Context: an optimization exercise on an open-source flow, tuned for small area, a short achievable clock period and few clock cycles. The choices shown serve that exercise and are no tape-out recipe. In this exercise RTL edits were held to simulation tests only and were not proved equivalent to the original. Power figures rest on the tool's default switching activity, not on a simulated workload.

[design/flow/config.mk]
export PLATFORM = sky130hd
export DESIGN_NAME = fsm
export DESIGN_NICKNAME = fsm
export VERILOG_FILES = /design/flow/design.v
export SDC_FILE = /design/flow/constraint.sdc
export NUM_CORES = 4
export LEC_CHECK = 0
export ABC_AREA = 1
export CAP_MARGIN = 20
export CORE_MARGIN = 2
export CORE_UTILIZATION = 60
export SETUP_SLACK_MARGIN = 5
export SLEW_MARGIN = 20
[design/flow/constraint.sdc]
create_clock -name core_clock -period 10.0 [get_ports {clk}]
set_input_delay 2.0000 -clock core_clock [delete_from_list [all_inputs] [get_ports {clk}]]
set_output_delay 2.0000 -clock core_clock [all_outputs]
set_load 0.01 [all_outputs]
[design/flow/design.v]
`timescale 1ns / 1ps
module checkfr_fsm(
    input  [31:0] num_in,
    output        res,
    output        inf,
    output [24:0] inc
    );
    wire [7:0]  e = num_in[30:23];
    wire [22:0] m = num_in[22:0];
    wire [4:0]  u = e[4:0];
    wire        ge150 = e[7] & ((e[6:5] != 2'b00) | (u >= 5'd22));
    wire [22:0] fmask;
    genvar i;
    generate
        for (i = 0; i < 23; i = i + 1) begin : g_mask
            if (i <= 21) begin : g_lo
                assign fmask[i] = ge150 | (u <= 5'd21 - i);
            end else begin : g_hi
                assign fmask[i] = ge150;
            end
        end
        for (i = 0; i < 25; i = i + 1) begin : g_inc
            assign inc[i] = (u == 5'd23 - i);
        end
    endgenerate
    assign res = num_in[31] | !e[7] | ((m & fmask) != 23'd0);
    assign inf = !(e[7:5] == 3'b100 && u <= 5'd23);
endmodule
`timescale 1ns / 1ps
module sum_align(
    input  [22:0] am, bm,
    input  [23:0] q,
    input         e_gt, e_eq,
    input  [4:0]  sa,
    output        a_gt,
    output [22:0] mx_m,
    output [23:0] sh
    );
    wire        m_gt = am > bm;
    assign a_gt = e_gt | (e_eq & m_gt);
    wire [23:0] mn  = e_gt ? q : {1'b1, am};
    wire [23:0] shd = mn >> sa;
    assign sh   = e_eq ? {1'b1, (m_gt ? bm : am)} : shd;
    assign mx_m = a_gt ? am : bm;
endmodule
module sum_fsm(
    input  [24:0] a,
    input  [23:0] b,
    input         sub,
    output [25:0] s
    );
    assign s = {1'b0, a} + ({2'b00, b} ^ {26{sub}}) + {25'd0, sub};
endmodule
`timescale 1ns / 1ps
module del_fsm(
    input  [24:0] r,
    input  [23:0] d,
    input  [25:0] t2,         
    output [24:0] r_nx,
    output [1:0]  q
    );
    wire [26:0] r2 = {1'b0, r, 1'b0};
    wire [26:0] t1 = r2 - {3'b000, d};
    wire [26:0] a  = {3'b000, d};
    wire [26:0] b  = {2'b00, d, 1'b0};
    wire [26:0] c  = ~r2;
    wire [26:0] cs = a ^ b ^ c;
    wire [26:0] cc = {((a & b) | (a & c) | (b & c)), 1'b0};
    wire [26:0] t3 = ~(cs + cc);
    wire        n1 = t1[26];
    wire        n2 = t2[25];
    wire        n3 = t3[26];
    assign q = !n3 ? 2'd3 : !n2 ? 2'd2 : !n1 ? 2'd1 : 2'd0;
    wire [23:0] sel = !n3 ? t3[23:0] : !n2 ? {t2[22:0], 1'b0} : !n1 ? t1[23:0] : r2[23:0];
    assign r_nx = {sel, 1'b0};
endmodule
`timescale 1ns / 1ps
module pow2_fsm(
    input  [23:0] m,
    input  [23:0] s, c,
    input         pc,
    input  [7:0]  sx,
    output [23:0] s_nx, c_nx,
    output [7:0]  ls, lc
    );
    function [63:0] csa;    
        input [31:0] a, b, d;
        begin
            csa = {a ^ b ^ d, ((a & b) | (a & d) | (b & d)) << 1};
        end
    endfunction
    wire [31:0] p0 = sx[0] ? {8'd0, m}       : 32'd0;
    wire [31:0] p1 = sx[1] ? {7'd0, m, 1'b0} : 32'd0;
    wire [31:0] p2 = sx[2] ? {6'd0, m, 2'd0} : 32'd0;
    wire [31:0] p3 = sx[3] ? {5'd0, m, 3'd0} : 32'd0;
    wire [31:0] p4 = sx[4] ? {4'd0, m, 4'd0} : 32'd0;
    wire [31:0] p5 = sx[5] ? {3'd0, m, 5'd0} : 32'd0;
    wire [31:0] p6 = sx[6] ? {2'd0, m, 6'd0} : 32'd0;
    wire [31:0] p7 = sx[7] ? {1'd0, m, 7'd0} : 32'd0;
    wire [31:0] p7c = p7 | {31'd0, pc};
    wire [63:0] a1 = csa({8'd0, s}, {8'd0, c}, p0);
    wire [63:0] b1 = csa(p1, p2, p3);
    wire [63:0] c1 = csa(p4, p5, p6);
    wire [63:0] a2 = csa(a1[63:32], a1[31:0], b1[63:32]);
    wire [63:0] b2 = csa(b1[31:0], c1[63:32], c1[31:0]);
    wire [63:0] a3 = csa(a2[63:32], a2[31:0], b2[63:32]);
    wire [63:0] a4 = csa(a3[63:32], a3[31:0], b2[31:0]);
    wire [63:0] a5 = csa(a4[63:32], a4[31:0], p7c);
    assign s_nx = a5[63:40];
    assign c_nx = a5[31:8];
    assign ls   = a5[39:32];
    assign lc   = a5[7:0];
endmodule
`timescale 1ns / 1ps
module fsm(
    input [15:0] dataIn,
    input R_I,
    input reset,
    input clk,
    output reg r_o,
    output reg [1:0] err,
    output [31:0] dataOut,
    output ready
    );
    localparam [3:0] W1 = 4'd0, W2 = 4'd1, W3 = 4'd2, W4 = 4'd3, MD = 4'd4,
                     S1 = 4'd5, S2 = 4'd6, NORM = 4'd7, ERRN = 4'd8;
    reg [3:0]  state;
    reg        rdy;
    reg [31:0] reg_x;       
    reg [31:0] reg_n;
    reg [24:0] cnt;         
    reg        last;        
    reg [4:0]  it;
    reg [3:0]  oh;          
    reg        go_s1;       
    reg [3:0]  stopm2;
    reg [7:0]  sx_r;        
    reg [23:0] acs, acc_c;  
    reg [7:0]  a_ls, a_lc;  
    reg        q0r;         
    reg        sqd;         
    reg [4:0]  sa;          
    reg [24:0] rem;         
    reg [23:0] quo;
    reg        asub;        
    reg        bmd;         
    reg [7:0]  mx_e;        
    reg [7:0]  sqe;         
    reg [7:0]  ad;          
    reg        e_gt, e_eq;  
    reg        ovr;         
    reg        amb;         
    reg        ovf;         
    reg        mx_s;
    reg        sub;
    wire take = rdy & R_I;
    wire        fr_err, fr_inf;
    wire [24:0] fr_inc;
    checkfr_fsm FR(.num_in({reg_n[31:16], dataIn}), .res(fr_err), .inf(), .inc());
    checkfr_fsm FC(.num_in(reg_n), .res(), .inf(fr_inf), .inc(fr_inc));
    wire [24:0] tgt = {1'b1, reg_n[22:0], 1'b0};
    wire [23:0] xm = {1'b1, reg_x[22:0]};
    wire [7:0]  sx = oh[0] ? xm[7:0] : sx_r;
    wire [7:0]  sx_nx = oh[1] ? xm[23:16] : xm[15:8];
    wire [23:0] acs_nx, acc_c_nx;
    wire [7:0]  ls_nx, lc_nx;
    wire [8:0]  alo  = {1'b0, a_ls} + {1'b0, a_lc};
    wire        l23  = alo[7];                          
    pow2_fsm PW(.m(xm), .s(acs), .c(acc_c), .pc(alo[8]), .sx(sx),
                .s_nx(acs_nx), .c_nx(acc_c_nx), .ls(ls_nx), .lc(lc_nx));
    wire [23:0] sqsum = acs + acc_c + {23'd0, alo[8]};   
    wire [25:0] as_s;
    sum_fsm SD(.a(rem), .b({reg_x[23] | bmd, reg_x[22:0]}), .sub(asub), .s(as_s));
    wire [24:0] rem_nx;
    wire [1:0]  qb;
    del_fsm DL(.r(rem), .d(xm), .t2(as_s), .r_nx(rem_nx), .q(qb));
    wire [7:0]  xe   = reg_x[30:23];
    wire        f24  = xm >= 24'hB504F4;           
    wire [7:0]  sq_e = {xe[6:0], 1'b0} + 8'd129 + {7'd0, f24};
    wire        amb_c = (xe == sq_e);
    wire        ovr_c = !amb_c && (xe[7] ? (xe > sq_e) : (xe < sq_e));
    wire [8:0]  dsq  = {1'b0, sqe} - {1'b0, mx_e};
    wire [8:0]  dqt  = {1'b0, mx_e} - {1'b0, sqe};
    wire [22:0] sq_m = acs[22:0];
    wire [30:0] sq   = {sqe, sq_m};
    wire [22:0] sqf_m = sqsum[23] ? sqsum[22:0] : {sqsum[21:0], l23};
    wire        over = xe[7] ? (reg_x[30:0] > sq) : (reg_x[30:0] < sq);
    wire [22:0] qt_m = q0r ? quo[22:0] : {quo[21:0], 1'b0};
    wire        al_agt;
    wire [22:0] al_m;
    wire [23:0] al_sh;
    sum_align SA(.am(sq_m), .bm(qt_m), .q(quo), .e_gt(e_gt), .e_eq(e_eq), .sa(sa),
                 .a_gt(al_agt), .mx_m(al_m), .sh(al_sh));
    wire [4:0]  need  = 5'd24 - ad[4:0] + {4'd0, !q0r};
    wire [3:0]  kdiv  = need[4:1] + {3'd0, need[0]};
    wire [3:0]  kmin  = 4'd5;
    wire        part  = e_gt && !e_eq && (ad < 8'd24);
    wire [3:0]  stop  = !part ? 4'd12 : (kdiv > kmin) ? kdiv : kmin;
    wire [4:0]  sa_q  = ad[4:0] + {stop, 1'b0} - 5'd24 - {4'd0, !q0r};
    wire [24:0] mant = as_s[24:0];
    wire [7:0]  e_up = mx_e + 8'd1;
    task automatic next_elem;
        begin
            acs <= 24'd0;
            acc_c <= 24'd0;
            a_ls <= 8'd0;
            a_lc <= 8'd0;
            quo <= 24'd0;
            rem <= {1'b0, 1'b1, reg_n[22:0]};
            it <= 5'd0;
            oh <= 4'b0001;
            go_s1 <= 1'b0;
            asub <= 1'b1;
            bmd <= 1'b1;
        end
    endtask
    reg [3:0] state_d;
    reg       rdy_d, r_o_d;
    always @(*) begin
        state_d = state;
        rdy_d = rdy;
            r_o_d = 1'b0;
            case (state)
                W1: if (take) begin
                    state_d = W2;
                end
                W2: if (take) begin
                    if ({reg_x[31:16], dataIn} == 32'd0) begin
                        r_o_d = 1'b1;
                        state_d = W1;
                    end else
                        state_d = W3;
                end
                W3: if (take) begin
                    state_d = W4;
                end
                W4: if (take) begin
                    rdy_d = 1'b0;
                    r_o_d = !fr_err;
                    state_d = fr_err ? ERRN : MD;
                end
                ERRN: begin
                    r_o_d = 1'b1;
                    rdy_d = 1'b1;
                    state_d = W1;
                end
                MD: begin
                    if (oh[1] && ovr) begin
                        r_o_d = 1'b1;
                        rdy_d = 1'b1;
                        state_d = W1;
                    end else if (oh[3] && !amb && e_gt && (ad >= 8'd24)) begin
                        r_o_d = 1'b1;
                        if (last) begin
                            rdy_d = 1'b1;
                            state_d = W1;
                        end else begin
                            state_d = MD;
                        end
                    end else if (go_s1) begin
                        state_d = S1;
                    end
                end
                S1: begin
                    if (amb && ovf) begin
                        r_o_d = 1'b1;
                        rdy_d = 1'b1;
                        state_d = W1;
                    end else if (amb && sqd) begin
                        r_o_d = 1'b1;
                        if (last) begin
                            rdy_d = 1'b1;
                            state_d = W1;
                        end else begin
                            state_d = MD;
                        end
                    end else begin
                        state_d = S2;
                    end
                end
                S2: begin
                    if (mant[24] || mant[23]) begin
                        r_o_d = 1'b1;
                        if (last) begin
                            rdy_d = 1'b1;
                            state_d = W1;
                        end else begin
                            state_d = MD;
                        end
                    end else begin
                        state_d = NORM;
                    end
                end
                NORM: begin
                    if (reg_x[22] || it == 5'd22) begin
                        r_o_d = 1'b1;
                        if (last) begin
                            rdy_d = 1'b1;
                            state_d = W1;
                        end else begin
                            state_d = MD;
                        end
                    end
                end
                default: begin
                    state_d = W1;
                    rdy_d = 1'b1;
                end
            endcase
    end
    always @(posedge clk) begin
        if (reset) begin
            state <= W1;
            rdy <= 1'b1;
            r_o <= 1'b0;
        end else begin
            state <= state_d;
            rdy <= rdy_d;
            r_o <= r_o_d;
        end
    end
    always @(posedge clk) begin
            case (state)
                W1: begin
                    reg_x[31:16] <= dataIn;
                end
                W2: begin
                    reg_x[15:0] <= dataIn;
                    err <= 2'b11;
                end
                W3: begin
                    reg_n[31:16] <= dataIn;
                end
                W4: begin
                    reg_n[15:0] <= dataIn;
                    err <= 2'b00;
                    cnt <= fr_inc;
                    last <= 1'b0;
                    acs <= 24'd0;
                    acc_c <= 24'd0;
                    a_ls <= 8'd0;
                    a_lc <= 8'd0;
                    quo <= 24'd0;
                    rem <= {1'b0, 1'b1, reg_n[22:16], dataIn};
                    it <= 5'd0;
                    oh <= 4'b0001;
            go_s1 <= 1'b0;
                    asub <= 1'b1;
                    bmd <= 1'b1;
                end
                ERRN: begin
                    err <= 2'b10;
                    reg_x <= 32'd0;
                end
                MD: begin
                    if (oh[0] | oh[1] | oh[2]) begin
                        acs <= acs_nx;
                        acc_c <= acc_c_nx;
                        a_ls <= ls_nx;
                        a_lc <= lc_nx;
                    end
                    rem <= rem_nx;
                    quo <= {quo[21:0], qb};
                    sx_r <= sx_nx;
                    oh <= {oh[2:0], 1'b0};
                    go_s1 <= oh[3] ? (stop == 4'd5) : (!(oh[0] | oh[1] | oh[2]) && it[3:0] == stopm2);
                    it <= it + 5'd1;
                    ovf <= over;
                    begin
                        if (oh[0]) begin
                            cnt  <= cnt + fr_inc;
                            sqe  <= sq_e;
                            amb  <= amb_c;
                            ovr  <= ovr_c;
                            mx_e <= reg_n[30:23] - xe + 8'd126;
                            sub  <= reg_n[31] ^ reg_x[31];
                        end
                        if (oh[1]) begin
                            q0r  <= quo[1];
                            mx_e <= mx_e + {7'd0, quo[1]};
                            last <= !fr_inf && (cnt == tgt);
                        end
                        if (oh[2]) begin
                            e_gt <= dqt[8];
                            e_eq <= (dsq == 9'd0);
                            ad   <= dsq[8] ? dqt[7:0] : dsq[7:0];
                            mx_e <= dsq[8] ? mx_e : sqe;
                        end
                        if (oh[3]) begin
                            acs[22:0] <= sqf_m;
                            sqd    <= e_gt & (ad >= 8'd24);
                            stopm2 <= stop - 4'd2;
                            sa     <= part ? sa_q : (ad >= 8'd24) ? 5'd24 : ad[4:0];
                        end
                    end
                    if (oh[1] && ovr) begin
                        err <= 2'b01;
                        reg_x <= 32'd0;
                    end else if (oh[3] && !amb && e_gt && (ad >= 8'd24)) begin
                        reg_x <= {1'b0, sqe, sqf_m};
                        next_elem;
                    end else if (go_s1) begin
                    end
                end
                S1: begin
                    if (amb && ovf) begin
                        err <= 2'b01;
                        reg_x <= 32'd0;
                    end else if (amb && sqd) begin
                        reg_x <= {1'b0, sq};
                        next_elem;
                    end else begin
                        rem <= {2'b01, al_m};
                        reg_x[23:0] <= al_sh;
                        mx_s <= al_agt ? 1'b0 : sub;
                        asub <= sub;
                        bmd <= 1'b0;
                    end
                end
                S2: begin
                    reg_x <= {mx_s, (mant[24] ? e_up : mx_e), (mant[24] ? mant[23:1] : mant[22:0])};
                    next_elem;
                    if (mant[24] || mant[23]) begin
                    end else begin
                    end
                end
                NORM: begin
                    reg_x[30:0] <= {reg_x[30:23] - 8'd1, reg_x[21:0], 1'b0};
                    it <= it + 5'd1;
                    if (reg_x[22] || it == 5'd22) begin
                        it <= 5'd0;
                    end
                end
                default: begin
                end
            endcase
    end
    assign dataOut = reg_x;
    assign ready = rdy;
endmodule
[design/flow/run.sh]
#!/bin/bash
# synth_recipe.tcl (not shown) runs the flow's synth.tcl, then flattens the netlist and writes it again
# the make line also repeats each setting of config.mk as NAME=value (left out here)
make -C /OpenROAD-flow-scripts/flow DESIGN_CONFIG=/design/flow/config.mk WORK_HOME=/design/flow/orfs CLKGATE_MAP_FILE= SYNTH_SCRIPT=/design/flow/synth_recipe.tcl finish
==> run notes, run 1 <==
* DR pass1 iterations at 9
* Logic pwr share at 0.396
* Worst setup SP type: flop
* Switch share at 0.3848
* Boundary Pins at 55
* Share of cells above drive strength 1 at 0.04450
* Largest net degree at the start of global routing at between 70 and 80
* Final net count at 5,502
* Reg clk slew, reported paths at about 0.06 ns
* Die H at 245.9 µm
* CP required at 10.29 ns
* Post-synthesis mux area share at 0.0002850
* Top post-synthesis cells by count: nand2_1, inv_1, nor2_1
* H-tree Lvls at 2
* Largest area contributor in the netlist: edfxtp_1
* Detailed Place HPWL at 104,800 µm
* Final GP Congestion at 1.073
* Cell area after layout at 37,680 µm²
* Placeable Area at 57,810 µm²
* Syn Area/Cell at about 7 µm²
* Synth Net Count at 5,518
* Worst Skew at 0.03786 ns
* Worst hold slack at 0.5142 ns
* Yosys reg bits at about 270
* Core Util, Final at 0.6519
* Starting DRC count in detailed routing at 4,970
* Pwr per Cell Area at 122.0 nW/µm²
* Max Cap Viol at 0
* N_diodes at 0
* Post-Synth XOR/XNOR Area at 0.03017
* Post-synth EDFFs at about 270
* Adder-Cell Fraction of Synth Area at 0.2236
* Drt drc at 0
* Die ar. at 60,490 µm²
* Via-per-instance ratio at 6.160
* Synth Instances at 5,001
* First-pass GRT wire length at ~200,000 µm
* Seq pwr share at 0.301
* Place WS at 4.631 ns
* Worst vdd ir at 0.0001233 V
* Clk buf depth at 3
* Largest family of logic cells by synthesized area: simple AND/OR/NAND/NOR gates
* CP Data Arrival Time at 5.20 ns
* CTS root buffer: clkbuf_16
* Vias in the first global route at 32,580
* Worst hold path type: flop to flop
* Ys flop type: edfxtp_1
* Area delta synth->final at 7.296%
* Gr ovfl total at 0
* Final Total Pwr at about 4.6 mW
* Slew @ Worst Pin at 1.254 ns
* Clock network power share at 0.303
* Critical path fanouts, max at 33
* Placed cell count at roughly 5,700
* Area contributors post-synth: edfxtp_1, nand2_1, fa_1
* TritonCTS clock tree: built
* Unique masters post-synth at 67
* Vias at 35,580
* CTS Buf Count at 36
* Gr usage total at 0.4413
* Clock sink count at 273
* Post-synth top area share at 0.2283
* Final Max Slew Viols at 0
* Ys Warns at 2
* Port Buffers at 54
* Crit path time final at 4.903 ns
* Die width at 245.9 µm
* Wire per inst at 23.39 µm
* Fmax at 204.0 MHz
* Pint at approximately 2.8 mW
* Final setup fails at 0
* Leakage at roughly 18 nW
* Most common cell in the synthesized netlist: nand2_1
* Sw power at 1.769 mW
* DRT Wirelength at 135,100 µm
* Final Hold Vio Count at 0
* Asr flop ratio synth at 0
* Initial Utilization at 0.6076
* RSZ-0062 raised after global routing: no
* Crit end category: flop
* Area of placed instances at about 36,000 µm²
* Slew Limit Headroom at 0.1561
* Outcome: no timing/DRC/antenna violations
* Sequential share of the synthesized area at 0.2317
* Min setup slack post-route at 5.097 ns
* Mapped Area at 35,120 µm²
* Period utilization at 0.4903
* WS Path Type: flop to flop
* Row cnt at 88
* Setup_tns at 0 ns
* Synth Area in Compound Gates at 0.1126
* Clock latency at the later pin of the worst-skew pair at 0.58 ns
* Synth Area in Simple Gates at 0.2972
* Post-DRT Antenna Nets at 0
* Fin cells at just under 6,000
* Initial antenna violation count at 4
final cells by class:
cell class                 count  area [µm²]
sequential                   273        8138
timing repair inverter         4       30.03
timing repair buffer         111       980.9
inverter                     765        2945
tap                          765       957.2
fill                        5370       20120
multi-input combinational   3794       23400
clock inverter                17       225.2
clock buffer                  47        1003
worst max-delay path: stages, from the launching register on:
cell	delay [ns]
edfxtp_1	0.73
clkinvlp_4	0.59
fa_1	0.69
inv_1	0.05
ha_1	0.35
nand2_1	0.09
inv_1	0.10
nand2_1	0.08
nor3_1	0.50
nand4_1	0.16
nand2_1	0.10
buf_4	0.33
inv_2	0.27
nand3_1	0.18
nand3_1	0.16
nand2_1	0.12
nand3_1	0.09
layer usage:
metal	track usage	up-vias	part of all wire
met4	0.2601	8	0.068
met5	0	-	0.00067
met2	0.6514	2291	0.42
met1	0.5734	16534	0.38
li1	-	16252	-
met3	0.1291	495	0.14
power by group through the flow:
stage                     clock, mW  combinational [mW]  sequential [mW]
final                          1.39                1.82             1.38
after global placement            0                1.72             1.40
after CTS                      1.39                1.77             1.38
after detailed placement          0                1.76             1.40
after floorplan                   0                1.28             1.37
after global routing           1.42                2.04             1.38
layout by cell type, fill, tap and decap left out, types with 8 or more instances in the layout:
| master | count |
|---|---|
| nand2_1 | 1247 |
| inv_1 | 722 |
| nor2_1 | 533 |
| nand3_1 | 419 |
| a21oi_1 | 305 |
| ha_1 | 282 |
| edfxtp_1 | 267 |
| o21ai_0 | 246 |
| fa_1 | 216 |
| nand4_1 | 81 |
| xor2_1 | 76 |
| nor3_1 | 71 |
| buf_4 | 56 |
| clkdlybuf4s50_1 | 54 |
| xnor2_1 | 45 |
| clkbuf_16 | 37 |
| o211ai_1 | 35 |
| nand3b_1 | 21 |
| clkinvlp_4 | 20 |
| o21bai_1 | 19 |
| or2_2 | 19 |
| a211oi_1 | 17 |
| inv_2 | 14 |
| o21ai_1 | 14 |
| clkinv_2 | 13 |
| nor4_1 | 12 |
| nor2_2 | 11 |
| a31oi_1 | 11 |
| o22ai_1 | 10 |
| and2_1 | 9 |
| nand2_2 | 8 |
state kept, by name, indices dropped and copies added, names as in the netlist, 2 cells and up:
| signal | flops |
|---|---|
| state | 4 |
| sqe | 8 |
| quo | 24 |
| acc_c | 24 |
| reg_n | 32 |
| ad | 8 |
| stopm2 | 4 |
| it | 5 |
| rem | 25 |
| a_lc | 8 |
| sa | 5 |
| reg_x | 32 |
| mx_e | 8 |
| sx_r | 8 |
| acs | 24 |
| err | 2 |
| oh | 4 |
| cnt | 25 |
| a_ls | 8 |
worst paths after layout:
kind / endpoint / startpoint / cells past startpoint / slack [ns]
worst max-delay path: rem[21] / reg_x[10] / 16 / 5.10
worst min register to register: state[0] / state[0] / 2 / 0.51
worst max register to register: rem[21] / reg_x[10] / 16 / 5.10
worst min-delay path: state[0] / state[0] / 2 / 0.51
logic make-up after synthesis:
family | after synthesis
xor gates and xnor gates | 121
DFF | 273
muxes | 1
and+or+nand+nor | 2459
AOI/OAI and AO/OA | 715
adders and majority gates | 498
buffers and inverters | 934
repair_timing:
action                     CTS  global route
resized for setup           24            19
hold buffers                 0             0
setup endpoints to repair   42            52
setup buffers                9            25
cloned                       4             0
Testbench counts, summed over its fixed seeds: cycles 9,959.
==> run 2: changes to the inputs <==
--- a/design/flow/config.mk
+++ b/design/flow/config.mk
@@ -8,6 +8,6 @@
 export ABC_AREA = 1
 export CAP_MARGIN = 20
 export CORE_MARGIN = 2
-export CORE_UTILIZATION = 60
+export CORE_UTILIZATION = 40
 export SETUP_SLACK_MARGIN = 5
 export SLEW_MARGIN = 20
==> run 2 against run 1 <==
  * Power rose by 1.1%
  * Setup slack improved by 0.012 ns
  * Die area rose by 49%
  * First-iteration DRC count down 16%
  * Register-to-register slack barely moved
  * Critical path type unchanged
  * Maximum frequency grew 0.25%
  * Area after synthesis is the same
==> run notes, run 2 <==
* Final GP Congestion at around 1.0
* Clk buf depth at 3
* Slew @ Worst Pin at roughly 1.2 ns
* Area delta synth->final at 8.931%
* Vias in the first global route at 32,737
* Leakage at 17.97 nW
* Yosys reg bits at 273
* Top post-synthesis cells by count: nand2_1, inv_1, nor2_1
* Slew Limit Headroom at 0.1622
* Largest area contributor in the netlist: edfxtp_1
* Wire per inst at 23.35 µm
* CP max-delay cell: edfxtp_1
* Final net count at approximately 5,500
* First-pass GRT wire length at 211,100 µm
* Worst setup SP type: flop
* CP required at 10.42 ns
* Asr flop ratio synth at 0
* Syn Area/Cell at 7.023 µm²
* Crit end category: flop
* RSZ-0062 raised after global routing: yes
* Synth Net Count at 5,518
* Fillers at 9,044
* Mapped Area at around 35,000 µm²
* Place WS at 4.447 ns
* Top flop regs: reg_n: 32 flops, reg_x: 32 flops
* Via-per-instance ratio at 5.681
* Final Total Pwr at about 4.6 mW
* Final setup fails at 0
* Period utilization at 0.4891
* TritonCTS clock tree: built
* Critical path fanouts, max at 12
* CTS root buffer: clkbuf_16
* Most common cell after layout, fill and taps aside: nand2_1
* WP buf/inv at 3
* H-tree Lvls at 2
* Gr usage total at 0.3142
* Final Max Slew Viols at 0
* Gr ovfl total at 0
* Placeable Area at 86,890 µm²
* Post-DRT Antenna Nets at 0
* Die H at 300.3 µm
* Pwr per Cell Area at between 100 and 150 nW/µm²
* Boundary Pins at 55
* Crit path time final at 4.891 ns
* Unique masters post-synth at 67
* Worst hold path type: flop to flop
* Cell area after layout at 38,260 µm²
* Starting DRC count in detailed routing at approximately 4,200
* Die width at approximately 300 µm
* Clock sink count at 273
* DRT Wirelength at approximately 140,000 µm
* Ys Warns at 2
* Most frequent cells in the layout: nand2_1, inv_1, nor2_1
* Share of cells above drive strength 1 at 0.04439
* Post-synth EDFFs at 267
* Fmax at 204.5 MHz
* Largest net degree at the start of global routing at 74
* Synth Instances at 5,001
* CP Data Arrival Time at approximately 5.3 ns
* Max Cap Viol at 0
* Vias at about 35,000
* Sequential share of the synthesized area at 0.2317
* Port Buffers at 54
* Post-synth top area share at 0.2283
* Worst vdd ir at 0.0001771 V
* Row cnt at 108
* CTS Buf Count at 40
* Min setup slack post-route at 5.109 ns
* Ys flop type: edfxtp_1
* Drt drc at 0
* Detailed Place HPWL at 113,100 µm
* Reg clk slew, reported paths at roughly 0.06 ns
* Worst Skew at 0.03443 ns
* WS Path Type: flop to flop
* Initial antenna violation count at 0
* Setup_tns at 0 ns
* Initial Utilization at 0.4042
* Clock latency at the later pin of the worst-skew pair at 0.60 ns
* Crit-path leading delay family: simple AND/OR/NAND/NOR gates
* Area contributors post-synth: edfxtp_1, nand2_1, fa_1
* Outcome: no timing/DRC/antenna violations
* DR pass1 iterations at 8
* CP cell instances: clkinvlp_4, ha_1, o21ai_0, a21oi_1, o21bai_1, nand2_1, nand3_1, nand2_1, nand3_1, ha_1, nand3_1, nor2_1, xor2_1, inv_1, ha_1, nand4_1, inv_1, nand2_1, o211ai_1, o22ai_1, a21oi_1
* Most common cell in the synthesized netlist: nand2_1
* Reg2Reg Setup Slack at 5.11 ns
* Area of placed instances at roughly 37,000 µm²
* Die ar. at between 90,000 and 100,000 µm²
* Final Hold Vio Count at 0
* Crit-path max cell delay at roughly 0.73 ns
run 2: cell counts after synthesis:
No cell type changed its count.
run 2: worst min-delay path, cell delays in order, from the launching register on:
cell and delay [ns]:
dfxtp_1 0.33, nand2_1 0.07, a21oi_1 0.05
run 2: repair_timing:
| item | CTS | global route |
|---|---|---|
| hold endpoints to repair | 0 | 0 |
| gates resized for setup | 25 | 14 |
| gates cloned | 3 | 1 |
| setup endpoints to repair | 50 | 33 |
| setup buffers | 7 | 23 |
| pin swaps | 0 | 1 |
| hold buffers | 0 | 0 |
run 2: report_power, final:
| part | internal (mW) | switching (mW) |
|---|---|---|
| sequential | 1.32 | 0.0505 |
| clock | 0.822 | 0.631 |
| combinational | 0.690 | 1.14 |
run 2: final timing paths:
path,startpoint,to,cells past startpoint
worst min-delay path,state[0],state[0],2
worst max register to register,reg_x[9],ovr,21
worst min register to register,state[0],state[0],2
worst max-delay path,reg_x[9],ovr,21
run 2: metal layers:
layer / part of all wire / routed length (µm) / vias to the layer above / global-route usage
met5: 0 / 0 / - / 0
met4: 0.054 / 7765 / 0 / 0.1452
met3: 0.11 / 15860 / 362 / 0.07652
met2: 0.43 / 61350 / 1808 / 0.4724
met1: 0.41 / 59370 / 16683 / 0.4251
li1: - / - / 16262 / -
run 2: final cells by class:
cell class | instances | area (µm²) | share of cell area
flip-flops and latches | 273 | 8138 | 0.2127
repair inverters | 4 | 27.53 | 0.0007195
diodes | 2 | 5.005 | 0.0001308
inverters | 765 | 2934 | 0.07669
multi-input cells | 3794 | 23400 | 0.6118
repair buffers | 114 | 1011 | 0.02643
clock buffers | 46 | 1023 | 0.02675
well taps | 1155 | 1445 | 0.03777
clock inverters | 28 | 269.0 | 0.007031
run 2: cell families after synthesis:
kind of cell    count (synthesis)  share of synthesized area
buf+inv                       934                     0.1045
simple gates                 2459                     0.2972
compound gates                715                     0.1126
mux                             1                  0.0002850
xor+xnor                      121                    0.03017
fa+ha+maj                     498                     0.2236
flops                         273                     0.2317
run 2: per-stage QoR:
step / hold WS, ns / instances / utilization
3_5_place_dp: 0.4978 / 6071 / 0.4209
6_report: 0.5075 / 6181 / 0.4403
4_1_cts: 0.5072 / 6155 / 0.4375
2_1_floorplan: 0.4660 / 5001 / -
5_1_grt: 0.5452 / 6179 / 0.4403
3_3_place_gp: 0.5068 / 6071 / 0.4208
==> run 3: changes to the inputs <==
--- a/design/flow/design.v
+++ b/design/flow/design.v
@@ -134,7 +134,6 @@
     reg [3:0]  oh;          
     reg        go_s1;       
     reg [3:0]  stopm2;
-    reg [7:0]  sx_r;        
     reg [23:0] acs, acc_c;  
     reg [7:0]  a_ls, a_lc;  
     reg        q0r;         
@@ -145,7 +144,6 @@
     reg        asub;        
     reg        bmd;         
     reg [7:0]  mx_e;        
-    reg [7:0]  sqe;         
     reg [7:0]  ad;          
     reg        e_gt, e_eq;  
     reg        ovr;         
@@ -160,13 +158,12 @@
     checkfr_fsm FC(.num_in(reg_n), .res(), .inf(fr_inf), .inc(fr_inc));
     wire [24:0] tgt = {1'b1, reg_n[22:0], 1'b0};
     wire [23:0] xm = {1'b1, reg_x[22:0]};
-    wire [7:0]  sx = oh[0] ? xm[7:0] : sx_r;
-    wire [7:0]  sx_nx = oh[1] ? xm[23:16] : xm[15:8];
+    wire [7:0]  sx = ({8{oh[0]}} & xm[7:0]) | ({8{oh[1]}} & xm[15:8]) | ({8{oh[2]}} & xm[23:16]);
     wire [23:0] acs_nx, acc_c_nx;
     wire [7:0]  ls_nx, lc_nx;
     wire [8:0]  alo  = {1'b0, a_ls} + {1'b0, a_lc};
     wire        l23  = alo[7];                          
-    pow2_fsm PW(.m(xm), .s(acs), .c(acc_c), .pc(alo[8]), .sx(sx),
+    pow2_fsm PW(.m(xm), .s(acs & {24{!oh[0]}}), .c(acc_c & {24{!oh[0]}}), .pc(alo[8] & !oh[0]), .sx(sx),
                 .s_nx(acs_nx), .c_nx(acc_c_nx), .ls(ls_nx), .lc(lc_nx));
     wire [23:0] sqsum = acs + acc_c + {23'd0, alo[8]};   
     wire [25:0] as_s;
@@ -177,6 +174,7 @@
     wire [7:0]  xe   = reg_x[30:23];
     wire        f24  = xm >= 24'hB504F4;           
     wire [7:0]  sq_e = {xe[6:0], 1'b0} + 8'd129 + {7'd0, f24};
+    wire [7:0]  sqe  = sq_e;
     wire        amb_c = (xe == sq_e);
     wire        ovr_c = !amb_c && (xe[7] ? (xe > sq_e) : (xe < sq_e));
     wire [8:0]  dsq  = {1'b0, sqe} - {1'b0, mx_e};
@@ -201,10 +199,6 @@
     wire [7:0]  e_up = mx_e + 8'd1;
     task automatic next_elem;
         begin
-            acs <= 24'd0;
-            acc_c <= 24'd0;
-            a_ls <= 8'd0;
-            a_lc <= 8'd0;
             quo <= 24'd0;
             rem <= {1'b0, 1'b1, reg_n[22:0]};
             it <= 5'd0;
@@ -245,7 +239,7 @@
                     state_d = W1;
                 end
                 MD: begin
-                    if (oh[1] && ovr) begin
+                    if (oh[0] && ovr_c) begin
                         r_o_d = 1'b1;
                         rdy_d = 1'b1;
                         state_d = W1;
@@ -266,14 +260,6 @@
                         r_o_d = 1'b1;
                         rdy_d = 1'b1;
                         state_d = W1;
-                    end else if (amb && sqd) begin
-                        r_o_d = 1'b1;
-                        if (last) begin
-                            rdy_d = 1'b1;
-                            state_d = W1;
-                        end else begin
-                            state_d = MD;
-                        end
                     end else begin
                         state_d = S2;
                     end
@@ -336,10 +322,6 @@
                     err <= 2'b00;
                     cnt <= fr_inc;
                     last <= 1'b0;
-                    acs <= 24'd0;
-                    acc_c <= 24'd0;
-                    a_ls <= 8'd0;
-                    a_lc <= 8'd0;
                     quo <= 24'd0;
                     rem <= {1'b0, 1'b1, reg_n[22:16], dataIn};
                     it <= 5'd0;
@@ -361,7 +343,6 @@
                     end
                     rem <= rem_nx;
                     quo <= {quo[21:0], qb};
-                    sx_r <= sx_nx;
                     oh <= {oh[2:0], 1'b0};
                     go_s1 <= oh[3] ? (stop == 4'd5) : (!(oh[0] | oh[1] | oh[2]) && it[3:0] == stopm2);
                     it <= it + 5'd1;
@@ -369,7 +350,6 @@
                     begin
                         if (oh[0]) begin
                             cnt  <= cnt + fr_inc;
-                            sqe  <= sq_e;
                             amb  <= amb_c;
                             ovr  <= ovr_c;
                             mx_e <= reg_n[30:23] - xe + 8'd126;
@@ -393,7 +373,7 @@
                             sa     <= part ? sa_q : (ad >= 8'd24) ? 5'd24 : ad[4:0];
                         end
                     end
-                    if (oh[1] && ovr) begin
+                    if (oh[0] && ovr_c) begin
                         err <= 2'b01;
                         reg_x <= 32'd0;
                     end else if (oh[3] && !amb && e_gt && (ad >= 8'd24)) begin
@@ -406,9 +386,6 @@
                     if (amb && ovf) begin
                         err <= 2'b01;
                         reg_x <= 32'd0;
-                    end else if (amb && sqd) begin
-                        reg_x <= {1'b0, sq};
-                        next_elem;
                     end else begin
                         rem <= {2'b01, al_m};
                         reg_x[23:0] <= al_sh;
==> run 3 against run 2 <==
  * Still clean
  * Global-route usage fell by 1.0 points
  * Register-to-register slack barely moved
  * Count of clock-buffer cells in the layout fell by 7
  * Area after synthesis fell by 7.4%
  * Clock power fell by 6%
  * Utilization rose by 0.23 points
  * Maximum frequency rose by 0.20%
  * Sequential cell count fell by 24
  * Non-clock buffer count rose by 13
  * Power fell by 2.8%
  * Wire length fell by 11%
  * First-iteration DRC count fell by 6.2%
  * Highest routed layer is now met5
==> run notes, run 3 <==
* Outcome: no timing/DRC/antenna violations
* Fmax at 204.9 MHz
* Gr ovfl total at 0
* Synth Instances at 4,551
* Initial Utilization at 0.4040
* Final GP Congestion at 1.032
* Clock sink count at 249
* CTS Buf Count at 35
* Cts hold-fix bufs at 0
* Pwr per Cell Area at 126.8 nW/µm²
* Post-DRT Antenna Nets at 0
* RSZ-0062 raised after global routing: no
* DR pass1 iterations at 8
* Starting DRC count in detailed routing at 3,935
* CP required at slightly above 10 ns
* CTS root buffer: clkbuf_16
* Syn Area/Cell at 7.150 µm²
* Worst setup SP type: flop
* Placeable Area at roughly 81,000 µm²
* Top post-synthesis cells by count: nand2_1, inv_1, nor2_1
* Die width at about 290 µm
* H-tree Lvls at 2
* Reg clk slew, reported paths at 0.06 ns
* Post-synth EDFFs at 243
* Ys Warns at 2
* Period utilization at 0.4881
* Unique masters post-synth at 65
* Ys flop type: edfxtp_1
* Gr usage total at 0.3042
* Crit end category: flop
* Final Hold Vio Count at 0
* Worst Skew at 0.01963 ns
* Worst hold path type: flop to flop
* Slew Limit Headroom at 0.2416
* Area delta synth->final at 9.571%
* Crit path time final at 4.881 ns
* DRT Wirelength at 128,000 µm
* Setup_tns at 0 ns
* RR Startpoint: reg_x[22]
* Worst vdd ir at between 0.00009 and 0.0001 V
* First-pass GRT wire length at 190,000 µm
* Share of cells above drive strength 1 at 0.05405
* Yosys reg bits at 249
* HP Start: state[2]
* Max Cap Viol at 0
* Asr flop ratio synth at 0
* Vias at 31,605
* Final setup fails at 0
* Crit path from: reg_x[22]
* CP Data Arrival Time at 5.17 ns
* Mapped Area at 32,540 µm²
* Most frequent cells in the layout: nand2_1, inv_1, nor2_1
* Die ar. at 83,650 µm²
* Post-synth top area share at 0.2243
* Die H at 289.2 µm
* Initial antenna violation count at 4
* Detailed Place HPWL at just over 100,000 µm
* Wire per inst at approximately 23 µm
* Critical path fanouts, max at 25
* Clock latency at the later pin of the worst-skew pair at 0.57 ns
* Synth Net Count at around 5,000
* Clk buf depth at 3
* Largest area contributor in the netlist: edfxtp_1
* Top flop regs: reg_n: 32 flops, reg_x: 32 flops
* Worst hold slack at 0.5197 ns
* Final Max Slew Viols at 0
* Final net count at 5,058
* Fin cells at 5,650
* Row cnt at 104
* Slew @ Worst Pin at around 1.1 ns
* Via-per-instance ratio at 5.594
* Core Util, Final at 0.4426
* Reg2Reg Setup Slack at 5.12 ns
* WS Path Type: flop to flop
* Largest net degree at the start of global routing at between 40 and 50
* Port Buffers at 54
* Area contributors post-synth: edfxtp_1, nand2_1, fa_1
* Vias in the first global route at 29,650
* Boundary Pins at 55
* Final Total Pwr at 4.520 mW
* TritonCTS clock tree: built
* Most common cell after layout, fill and taps aside: nand2_1
* Leakage at between 15 and 20 nW
* Sequential share of the synthesized area at 0.2279
* Drt drc at 0
* Placed cell count at 5,553
* Most common cell in the synthesized netlist: nand2_1
==> run 3: changes by cell type in the layout (fill, tap and decap cells not counted), sizes merged, moves of 24 or more <==
cell / previous run / this run
nor3: 72 / 39
nand2: 1259 / 1217
o21ai: 262 / 314
nor2: 549 / 363
edfxtp: 267 / 243
nand3: 424 / 266
a21oi: 310 / 269
==> run 3: cells by family (layout without fill, tap and decap cells) <==
| logic type | after synthesis | in the layout | share of synthesized area |
|---|---|---|---|
| AOI/OAI and AO/OA | 746 | 746 | 0.1277 |
| other | 0 | 2 | 0 |
| muxes | 5 | 5 | 0.001538 |
| DFF | 249 | 249 | 0.2279 |
| adders and majority gates | 478 | 478 | 0.2334 |
| xor gates and xnor gates | 131 | 131 | 0.03526 |
| buffers and inverters | 921 | 958 | 0.1103 |
| and+or+nand+nor | 2021 | 2021 | 0.2639 |
==> run 3: critical path: stages, from the launching register on <==
cell and delay (ns):
edfxtp_1 0.32, buf_4 0.38, inv_1 0.33, o221ai_2 0.31, buf_6 0.29, nand2_1 0.13
inv_1 0.09, fa_1 0.43, fa_1 0.51, inv_1 0.05, fa_1 0.47, inv_1 0.05
fa_1 0.52, fa_1 0.50, nor2_1 0.11, a31oi_1 0.05
==> run 3: area by class of cell <==
class | count | area (µm²)
Fill cell | 8415 | 44890
Multi-Input combinational cell | 3381 | 21660
Sequential cell | 249 | 7417
Inverter | 767 | 2907
Tap cell | 1060 | 1326
Timing Repair Buffer | 127 | 1127
Clock buffer | 39 | 912.1
Clock inverter | 25 | 296.5
Antenna cell | 2 | 5.005
==> run 3: metrics by stage <==
stage	setup WS [ns]	area, µm²
after floorplan	5.298	32540
after global placement	4.096	34070
after detailed placement	4.066	34090
after CTS	5.019	35410
after global routing	5.010	35650
final	5.119	35650
==> run 3: power by group <==
part | internal, mW | switching (mW)
Sequential | 1.23 | 0.0360
Clock | 0.817 | 0.542
Combinational | 0.713 | 1.18
Total | 2.76 | 1.76
==> run 3: repair_timing <==
item | in CTS | in global routing
cloned | 0 | 0
resized for setup | 7 | 19
setup buffers | 12 | 18
pin swaps | 0 | 2
endpoints found under the setup margin | 153 | 158
==> run 3: final timing paths <==
kind,end,depth (start not counted)
worst min register to register,state[2],2
worst max register to register,acs[12],15
worst max-delay path,acs[12],15
worst min-delay path,state[2],2
==> run 3: per-layer routing <==
metal	up-vias	share of wire	track usage
met4	2	0.042	0.1174
met5	-	0.00010	0
met1	15047	0.44	0.4353
met3	245	0.10	0.06244
met2	1544	0.42	0.4490
li1	14767	-	-
Testbench counts of run 3, summed over its fixed seeds: cycles 9,732.
==> run 4: changes to the inputs <==
--- a/design/flow/design.v
+++ b/design/flow/design.v
@@ -175,8 +175,9 @@
     wire        f24  = xm >= 24'hB504F4;           
     wire [7:0]  sq_e = {xe[6:0], 1'b0} + 8'd129 + {7'd0, f24};
     wire [7:0]  sqe  = sq_e;
-    wire        amb_c = (xe == sq_e);
-    wire        ovr_c = !amb_c && (xe[7] ? (xe > sq_e) : (xe < sq_e));
+    wire        amb_c = (xe == 8'd127 && !f24) || (xe == 8'd126 && f24);
+    wire        ovr_c = (xe >= 8'd192) || (xe == 8'd191 && f24) || (xe <= 8'd62) ||
+                        (xe == 8'd63 && !f24) || (xe == 8'd127 && f24);
     wire [8:0]  dsq  = {1'b0, sqe} - {1'b0, mx_e};
     wire [8:0]  dqt  = {1'b0, mx_e} - {1'b0, sqe};
     wire [22:0] sq_m = acs[22:0];
==> run 4 against run 3 <==
  * Count of clock-buffer cells in the layout is 6 higher
  * Critical path type unchanged
  * Sequential cell count unchanged
  * Cell count fell by 1.7%
  * Still clean on timing, DRC and antenna
  * Power is 0.84% lower
  * Die area down 0.42%
  * Critical endpoint is now rem[20]
  * Largest cell class unchanged
  * Sequential share of layout area is 0.33 points higher
==> run notes, run 4 <==
* Die H at 288.6 µm
* Area contributors post-synth: edfxtp_1, nand2_1, fa_1
* CTS Buf Count at 35
* Final net count at 4,973
* Unique masters post-synth at 66
* Slew Limit Headroom at 0.3275
* Initial Utilization at 0.4029
* Wire per inst at 22.91 µm
* Yosys reg bits at 249
* Final Total Pwr at ~4.5 mW
* Outcome: no timing/DRC/antenna violations
* Clk buf depth at 3
* Met2 wire len at approximately 53,000 µm
* Area delta synth->final at 8.318%
* Port Buffers at 54
* Worst Skew at 0.04484 ns
* Ys flop type: edfxtp_1
* Most frequent cells in the layout: nand2_1, inv_1, nor2_1
* Top post-synthesis cells by count: nand2_1, inv_1, nor2_1
* Most common cell in the synthesized netlist: nand2_1
* Detailed Place HPWL at 99,600 µm
* Met3 wire len at 12,260 µm
* Fin cells at 5,554
* WS Path Type: flop to flop
* Register area at roughly 7400 µm²
* CP Data Arrival Time at 5.34 ns
* Met1 wire length at 56,070 µm
* Vias at 31,250
* RSZ-0062 raised after global routing: yes
* Largest area contributor in the netlist: edfxtp_1
* Post-DRT Antenna Nets at 0
* Min setup slack post-route at 5.092 ns
* Post-synth top area share at 0.2252
* Fillers at 8,521
* Critical path fanouts, max at 27
* Synth Net Count at roughly 5,000
* Cts hold-fix bufs at 0
* Top flop regs: reg_n: 32 flops, reg_x: 32 flops
* Worst hold slack at 0.5080 ns
* Sequential share of the synthesized area at 0.2289
* Setup_tns at 0 ns
* Slew @ Worst Pin at 1.009 ns
* Largest net degree at the start of global routing at 50
* Drt drc at 0
* HP Start: state[2]
* Crit end category: flop
* Syn Area/Cell at 7.243 µm²
* Gr usage total at 0.3039
* Starting DRC count in detailed routing at ~3,700
* Final setup fails at 0
* Vias in the first global route at 29,526
* First-pass GRT wire length at 188,600 µm
* Crit path time final at 4.908 ns
* Reg clk slew, reported paths at 0.06 ns
* Gr ovfl total at 0
* Asr flop ratio synth at 0
* Footprint of the multi-input gates at 21,510 µm²
* Worst setup SP type: flop
* Mapped Area at 32,400 µm²
* Pwr per Cell Area at 127.7 nW/µm²
* Clock sink count at approximately 250
* Highest routed metal layer: met5
* Final Hold Vio Count at 0
* Share of cells above drive strength 1 at 0.04585
* H-tree Lvls at 2
* DRT Wirelength at 127,200 µm
* Worst hold path type: flop to flop
* Ys Warns at 2
* TritonCTS clock tree: built
* Clock latency at the later pin of the worst-skew pair at 0.60 ns
* Core Util, Final at 0.4364
* Row cnt at 104
* Place WS at 4.734 ns
* CTS root buffer: clkbuf_16
* Placed cell count at 5,475
* Die width at 288.6 µm
* Area of placed instances at 33,890 µm²
* Post-synth EDFFs at 243
* Fmax at 203.8 MHz
* Max Cap Viol at 0
* Final GP Congestion at 0.9992
* DR pass1 iterations at 6
* CP required at ~10 ns
* Worst vdd ir at between 0.00009 and 0.0001 V
* Boundary Pins at 55
* Cell area after layout at 35,090 µm²
* Period utilization at 0.4908
* Final Max Slew Viols at 0
* Initial antenna violation count at 4
* RR Startpoint: reg_x[4]
* Via-per-instance ratio at 5.627
* Leakage at 16.81 nW
* Die ar. at 83,290 µm²
* Synth Instances at 4,473
* Placeable Area at 80,420 µm²
* Most common cell after layout, fill and taps aside: nand2_1
* Crit path from: reg_x[4]
[run 4: final timing paths]
kind                   end  slack, ns  cells after the start
setup / recovery   rem[20]       5.09                     16
hold / removal    state[2]       0.51                      2
setup reg to reg   rem[20]       5.09                     16
hold reg to reg   state[2]       0.51                      2
[run 4: worst max-delay path, cell delays in order, from the launching register on]
cell,delay (ns)
edfxtp_1,1.01
inv_1,0.52
fa_1,0.66
inv_1,0.04
ha_1,0.36
nand2_1,0.07
nor2_1,0.19
nand3_1,0.10
nand3_1,0.16
nand4_1,0.12
nand2_2,0.44
inv_2,0.34
a21oi_1,0.29
nand2_1,0.16
nand2_1,0.09
nand2_1,0.07
nand3_1,0.10
[run 4: cell families (layout without fill, tap and decap cells)]
family | after synthesis | count (layout) | share of synthesized area
simple gates | 1964 | 1964 | 0.2567
buf+inv | 894 | 914 | 0.1092
compound gates | 715 | 715 | 0.1230
fa+ha+maj | 483 | 483 | 0.2363
flops | 249 | 249 | 0.2289
xor+xnor | 156 | 156 | 0.04217
mux | 12 | 12 | 0.003707
other cells | 0 | 1 | 0
[run 4: layer usage]
layer,GRT usage,up-vias
li1,-,14481
met1,0.4398,14973
met2,0.4501,1544
met3,0.04573,248
met4,0.1285,4
met5,0,-
[run 4: what timing repair did]
item | CTS | global route
setup buffers | 6 | 13
pin swaps | 0 | 0
cloned | 0 | 0
resized for setup | 1 | 0
setup endpoints to repair | 39 | 30
[run 4: area by class of cell]
cell class                 count  share of cell area
inverter                     739             0.07936
clock inverter                14            0.003850
sequential                   249              0.2113
clock buffer                  45             0.02603
antenna                        1          0.00007130
tap                         1060             0.03779
timing repair buffer         116             0.02866
multi-input combinational   3330              0.6129
[run 4: report_power, final]
group          switching (mW)  internal, mW
logic                    1.23         0.747
clock network           0.545         0.674
registers              0.0435          1.24
Testbench counts of run 4, summed over its fixed seeds: cycles 9,732.
==> run 5: changes to the inputs <==
--- a/design/flow/design.v
+++ b/design/flow/design.v
@@ -137,6 +137,8 @@
     reg [23:0] acs, acc_c;  
     reg [7:0]  a_ls, a_lc;  
     reg        q0r;         
+    reg [7:0]  sqe;         
+    reg [7:0]  sx_r;        
     reg        sqd;         
     reg [4:0]  sa;          
     reg [24:0] rem;         
@@ -158,7 +160,7 @@
     checkfr_fsm FC(.num_in(reg_n), .res(), .inf(fr_inf), .inc(fr_inc));
     wire [24:0] tgt = {1'b1, reg_n[22:0], 1'b0};
     wire [23:0] xm = {1'b1, reg_x[22:0]};
-    wire [7:0]  sx = ({8{oh[0]}} & xm[7:0]) | ({8{oh[1]}} & xm[15:8]) | ({8{oh[2]}} & xm[23:16]);
+    wire [7:0]  sx = sx_r;
     wire [23:0] acs_nx, acc_c_nx;
     wire [7:0]  ls_nx, lc_nx;
     wire [8:0]  alo  = {1'b0, a_ls} + {1'b0, a_lc};
@@ -167,14 +169,13 @@
                 .s_nx(acs_nx), .c_nx(acc_c_nx), .ls(ls_nx), .lc(lc_nx));
     wire [23:0] sqsum = acs + acc_c + {23'd0, alo[8]};   
     wire [25:0] as_s;
-    sum_fsm SD(.a(rem), .b({reg_x[23] | bmd, reg_x[22:0]}), .sub(asub), .s(as_s));
+    sum_fsm SD(.a(bmd ? rem : {1'b0, acc_c}), .b({reg_x[23] | bmd, reg_x[22:0]}), .sub(asub), .s(as_s));
     wire [24:0] rem_nx;
     wire [1:0]  qb;
     del_fsm DL(.r(rem), .d(xm), .t2(as_s), .r_nx(rem_nx), .q(qb));
     wire [7:0]  xe   = reg_x[30:23];
     wire        f24  = xm >= 24'hB504F4;           
     wire [7:0]  sq_e = {xe[6:0], 1'b0} + 8'd129 + {7'd0, f24};
-    wire [7:0]  sqe  = sq_e;
     wire        amb_c = (xe == 8'd127 && !f24) || (xe == 8'd126 && f24);
     wire        ovr_c = (xe >= 8'd192) || (xe == 8'd191 && f24) || (xe <= 8'd62) ||
                         (xe == 8'd63 && !f24) || (xe == 8'd127 && f24);
@@ -313,6 +314,7 @@
                 end
                 W2: begin
                     reg_x[15:0] <= dataIn;
+                    sx_r <= dataIn[7:0];
                     err <= 2'b11;
                 end
                 W3: begin
@@ -344,6 +346,7 @@
                     end
                     rem <= rem_nx;
                     quo <= {quo[21:0], qb};
+                    sx_r <= oh[0] ? xm[15:8] : xm[23:16];
                     oh <= {oh[2:0], 1'b0};
                     go_s1 <= oh[3] ? (stop == 4'd5) : (!(oh[0] | oh[1] | oh[2]) && it[3:0] == stopm2);
                     it <= it + 5'd1;
@@ -352,6 +355,7 @@
                         if (oh[0]) begin
                             cnt  <= cnt + fr_inc;
                             amb  <= amb_c;
+                            sqe  <= sq_e;
                             ovr  <= ovr_c;
                             mx_e <= reg_n[30:23] - xe + 8'd126;
                             sub  <= reg_n[31] ^ reg_x[31];
@@ -379,6 +383,7 @@
                         reg_x <= 32'd0;
                     end else if (oh[3] && !amb && e_gt && (ad >= 8'd24)) begin
                         reg_x <= {1'b0, sqe, sqf_m};
+                        sx_r <= sqf_m[7:0];
                         next_elem;
                     end else if (go_s1) begin
                     end
@@ -388,7 +393,7 @@
                         err <= 2'b01;
                         reg_x <= 32'd0;
                     end else begin
-                        rem <= {2'b01, al_m};
+                        acc_c <= {1'b1, al_m};
                         reg_x[23:0] <= al_sh;
                         mx_s <= al_agt ? 1'b0 : sub;
                         asub <= sub;
@@ -397,6 +402,7 @@
                 end
                 S2: begin
                     reg_x <= {mx_s, (mant[24] ? e_up : mx_e), (mant[24] ? mant[23:1] : mant[22:0])};
+                    sx_r <= mant[24] ? mant[8:1] : mant[7:0];
                     next_elem;
                     if (mant[24] || mant[23]) begin
                     end else begin
@@ -404,6 +410,7 @@
                 end
                 NORM: begin
                     reg_x[30:0] <= {reg_x[30:23] - 8'd1, reg_x[21:0], 1'b0};
+                    sx_r <= {reg_x[6:0], 1'b0};
                     it <= it + 5'd1;
                     if (reg_x[22] || it == 5'd22) begin
                         it <= 5'd0;
==> run 5 against run 4 <==
  * Sequential share of layout area rose by 0.45 points
  * First-iteration DRC count rose by 8.7%
  * Utilization rose by 0.090 points
  * Synthesized cell count rose by 5.9%
  * Power rose by 7.3%
  * Register-to-register slack improved by 0.13 ns
  * Sequential power rose by 6%
  * Critical path type unchanged
  * Critical endpoint is now rem[14]
  * Largest power group unchanged
==> run notes, run 5 <==
* CP max-delay cell: edfxtp_1
* Clock latency at the later pin of the worst-skew pair at 0.58 ns
* Adder-Cell Fraction of Synth Area at 0.2270
* Vias in the first global route at 30,561
* Wire per inst at 22.15 µm
* Initial antenna violation count at 2
* CP required at 10.32 ns
* Outcome: no timing/DRC/antenna violations
* Setup_tns at 0 ns
* Most common cell in the synthesized netlist: nand2_1
* Leakage at 17.95 nW
* WS Path Type: flop to flop
* Gr ovfl total at 0
* Fmax at about 210 MHz
* Largest net degree at the start of global routing at 64
* Sw power at approximately 1.9 mW
* CTS root buffer: clkbuf_16
* Crit path from: reg_x[14]
* DRT Wirelength at 130,100 µm
* Worst setup SP type: flop
* Worst hold slack at 0.5374 ns
* Worst hold path type: flop to flop
* Port Buffers at 54
* Share of cells above drive strength 1 at 0.04455
* Post-DRT Antenna Nets at 0
* First-pass GRT wire length at approximately 190,000 µm
* Die ar. at 86,830 µm²
* Period utilization at 0.4783
* Post-synth EDFFs at 259
* RSZ-0062 raised after global routing: yes
* Unique masters post-synth at 65
* Starting DRC count in detailed routing at 4,069
* Placed cell count at between 5,000 and 6,000
* Crit end category: flop
* Largest area contributor in the netlist: edfxtp_1
* Synth Net Count at 5,240
* Reg2reg end: rem[14]
* Most common cell after layout, fill and taps aside: nand2_1
* Clock network power share at 0.302
* Post-synthesis mux area share at 0.002666
* Post-synth top area share at 0.2301
* Synth Area in Compound Gates at 0.1234
* Fin cells at 5,872
* Pwr per Cell Area at about 130 nW/µm²
* Area contributors post-synth: edfxtp_1, nand2_1, fa_1
* Hold Path Sink: state[2]
* Logic pwr share at 0.416
* Most frequent cells in the layout: nand2_1, inv_1, nor2_1
* Synth Area in Simple Gates at 0.2561
* Clk buf depth at 3
* Die width at 294.7 µm
* Slew Limit Headroom at 0.2692
* Worst vdd ir at between 0.0001 and 0.00015 V
* Yosys reg bits at 265
* Max Cap Viol at 0
* Syn Area/Cell at 7.134 µm²
* CP Data Arrival Time at 5.11 ns
* Largest family of logic cells by synthesized area: simple AND/OR/NAND/NOR gates
* Ys flop type: edfxtp_1
* Critical path fanouts, max at 30
* Placeable Area at 83,690 µm²
* Reg2Reg Setup Slack at roughly 5.2 ns
* Top post-synthesis cells by count: nand2_1, inv_1, nor2_1
* Crit-path max cell delay at 1.01 ns
* Core Util, Final at 0.4373
* Die H at 294.7 µm
* Seq pwr share at 0.282
* Pint at ~2.9 mW
* Final GP Congestion at between 1 and 1.5
* Drt drc at 0
* Sequential share of the synthesized area at 0.2337
* Gr usage total at 0.2991
* Post-Synth XOR/XNOR Area at 0.03758
* CTS Buf Count at 37
* H-tree Lvls at 2
* Synth Instances at 4,737
* Row cnt at roughly 110
* Area delta synth->final at 8.293%
* Switch share at 0.4009
* Reg2Reg Depth at 15
* Final Hold Vio Count at 0
* Initial Utilization at 0.4038
* Final setup fails at 0
* Cts hold-fix bufs at 0
* Via-per-instance ratio at 5.516
* Detailed Place HPWL at 103,200 µm
* Crit path time final at between 4 and 5 ns
* HP Start: state[2]
* TritonCTS clock tree: built
* Boundary Pins at 55
* DR pass1 iterations at 8
* Final net count at 5,212
* RR Startpoint: reg_x[14]
* CP cell instances: inv_1, fa_1, inv_1, ha_1, nand2_1, nor3_2, nand4_1, nand3_2, nand2_1, nand2_2, inv_2, a21oi_1, nand2_1, nand2_1, o211ai_1
* Final Max Slew Viols at 0
* Vias at 32,391
* Slew @ Worst Pin at 1.092 ns
* Reg clk slew, reported paths at around 0.07 ns
* Worst Skew at 0.03488 ns
* Clock sink count at about 270
* Worst path most repeated cell: nand2_1
* Top flop regs: reg_n: 32 flops, reg_x: 32 flops
* Hold path depth at 2
* Mapped Area at 33,790 µm²
* Asr flop ratio synth at 0
* Ys Warns at 2
run 5: cell count changes in the layout (fill, tap and decap cells not counted), sizes merged, moves of 7 or more:
cell,previous run,this run
a21oi,252,231
buf,62,49
edfxtp,243,259
inv,732,859
nand2,1187,1255
nand3,246,269
nand3b,17,6
nand4,75,61
nor2,333,370
nor3,53,44
o211ai,19,46
o21ai,315,340
xnor2,60,42
xor2,96,103
run 5: area by class of cell:
class / instances / area, µm²
Fill cell: 8782 / 47090
Multi-Input combinational cell: 3444 / 21870
Sequential cell: 265 / 7898
Inverter: 858 / 3228
Tap cell: 1134 / 1419
Clock buffer: 41 / 940.9
Timing Repair Buffer: 103 / 908.4
Clock inverter: 25 / 325.3
Antenna cell: 2 / 5.005
run 5: through the flow:
step	area [µm²]	setup WS (ns)	power, mW
final	36600	5.217	4.809
after detailed placement	35290	5.289	3.324
after global routing	36590	4.977	5.120
after floorplan	33790	5.816	2.630
after global placement	35290	5.238	3.314
after CTS	36550	5.259	4.787
run 5: timing repair:
item                                   in CTS  in global routing
buffers inserted                            0                  5
endpoints found under the hold margin       0                  0
resized for setup                           0                  2
setup endpoints to repair                   0                 38
run 5: routing by layer:
metal / vias to the layer above / routed length (µm) / track usage / share of wire
met2: 1695 / 55190 / 0.4513 / 0.42
met5: - / 0 / 0 / 0
met1: 15250 / 55780 / 0.4262 / 0.43
met4: 0 / 5720 / 0.1140 / 0.044
li1: 15144 / - / - / -
met3: 302 / 13400 / 0.05067 / 0.10
run 5: cell families after synthesis:
kind of cell / after synthesis
simple gates: 2060
mux: 9
buf+inv: 1028
compound gates: 746
fa+ha+maj: 484
xor+xnor: 145
flops: 265
run 5: how the worst max path moves through the flow:
| stage | to | cells after the start | slack [ns] |
|---|---|---|---|
| final | rem[14] | 15 | 5.22 |
| after CTS | reg_x[30] | 18 | 5.26 |
| after global routing | acc_c[15] | 17 | 4.98 |
| after global placement | reg_x[30] | 18 | 5.24 |
| after detailed placement | reg_x[30] | 18 | 5.29 |
| after floorplan | acs[14] | 13 | 5.82 |
run 5: critical path: cells and delay by family, from the launching register on:
family,cells,cell delay [ns]
AOI/OAI and AO/OA,2,0.30
and+or+nand+nor,8,1.29
buffers and inverters,3,0.88
DFF,1,1.01
adders and majority gates,2,0.99
run 5: power groups by stage:
stage | sequential (mW) | clock [mW] | combinational (mW)
global placement | 1.38 | 0 | 1.93
CTS | 1.36 | 1.46 | 1.97
global route | 1.36 | 1.49 | 2.27
detailed placement | 1.38 | 0 | 1.94
finish | 1.36 | 1.45 | 2.00
floorplan | 1.35 | 0 | 1.28
Testbench counts of run 5, summed over its fixed seeds: cycles 9,732.

-- afterwards: timing with drivers on the ports --
Ports are ideal in the flow. The routed layouts listed here were re-timed in OpenROAD.
Step 1 (the two cells are an assumption about what drives the block):
set clk [get_ports {clk}]
set_driving_cell -lib_cell sky130_fd_sc_hd__clkbuf_16 $clk
set_driving_cell -lib_cell sky130_fd_sc_hd__buf_2 [delete_from_list [all_inputs] $clk]
Step 2, shift: input delay + t, output delay - t, t = (earliest + latest rising clock arrival at the registers) / 2. This alone moves slack from input paths to output paths.
Slacks: no drivers / after step 1 / after step 2; pairs: no drivers / after step 1.
run	shift t [ns]	setup WS [ns]	worst hold slack (ns)	clock arrival spread, ns	worst slew at a driven data input, ns
run 1	0.639	5.097 / 5.097 / 5.097	0.514 / 0.514 / 0.514	0.040 / 0.040	0.04
run 2	0.651	5.109 / 5.109 / 5.109	0.507 / 0.507 / 0.507	0.036 / 0.036	0.04
run 3	0.626	5.119 / 5.119 / 5.119	0.520 / 0.520 / 0.520	0.020 / 0.020	0.03
run 4	0.657	5.092 / 5.092 / 5.092	0.508 / 0.508 / 0.508	0.045 / 0.045	0.04
run 5	0.630	5.217 / 5.217 / 5.217	0.537 / 0.537 / 0.537	0.036 / 0.036	0.04
After both steps every run listed still meets setup and hold.
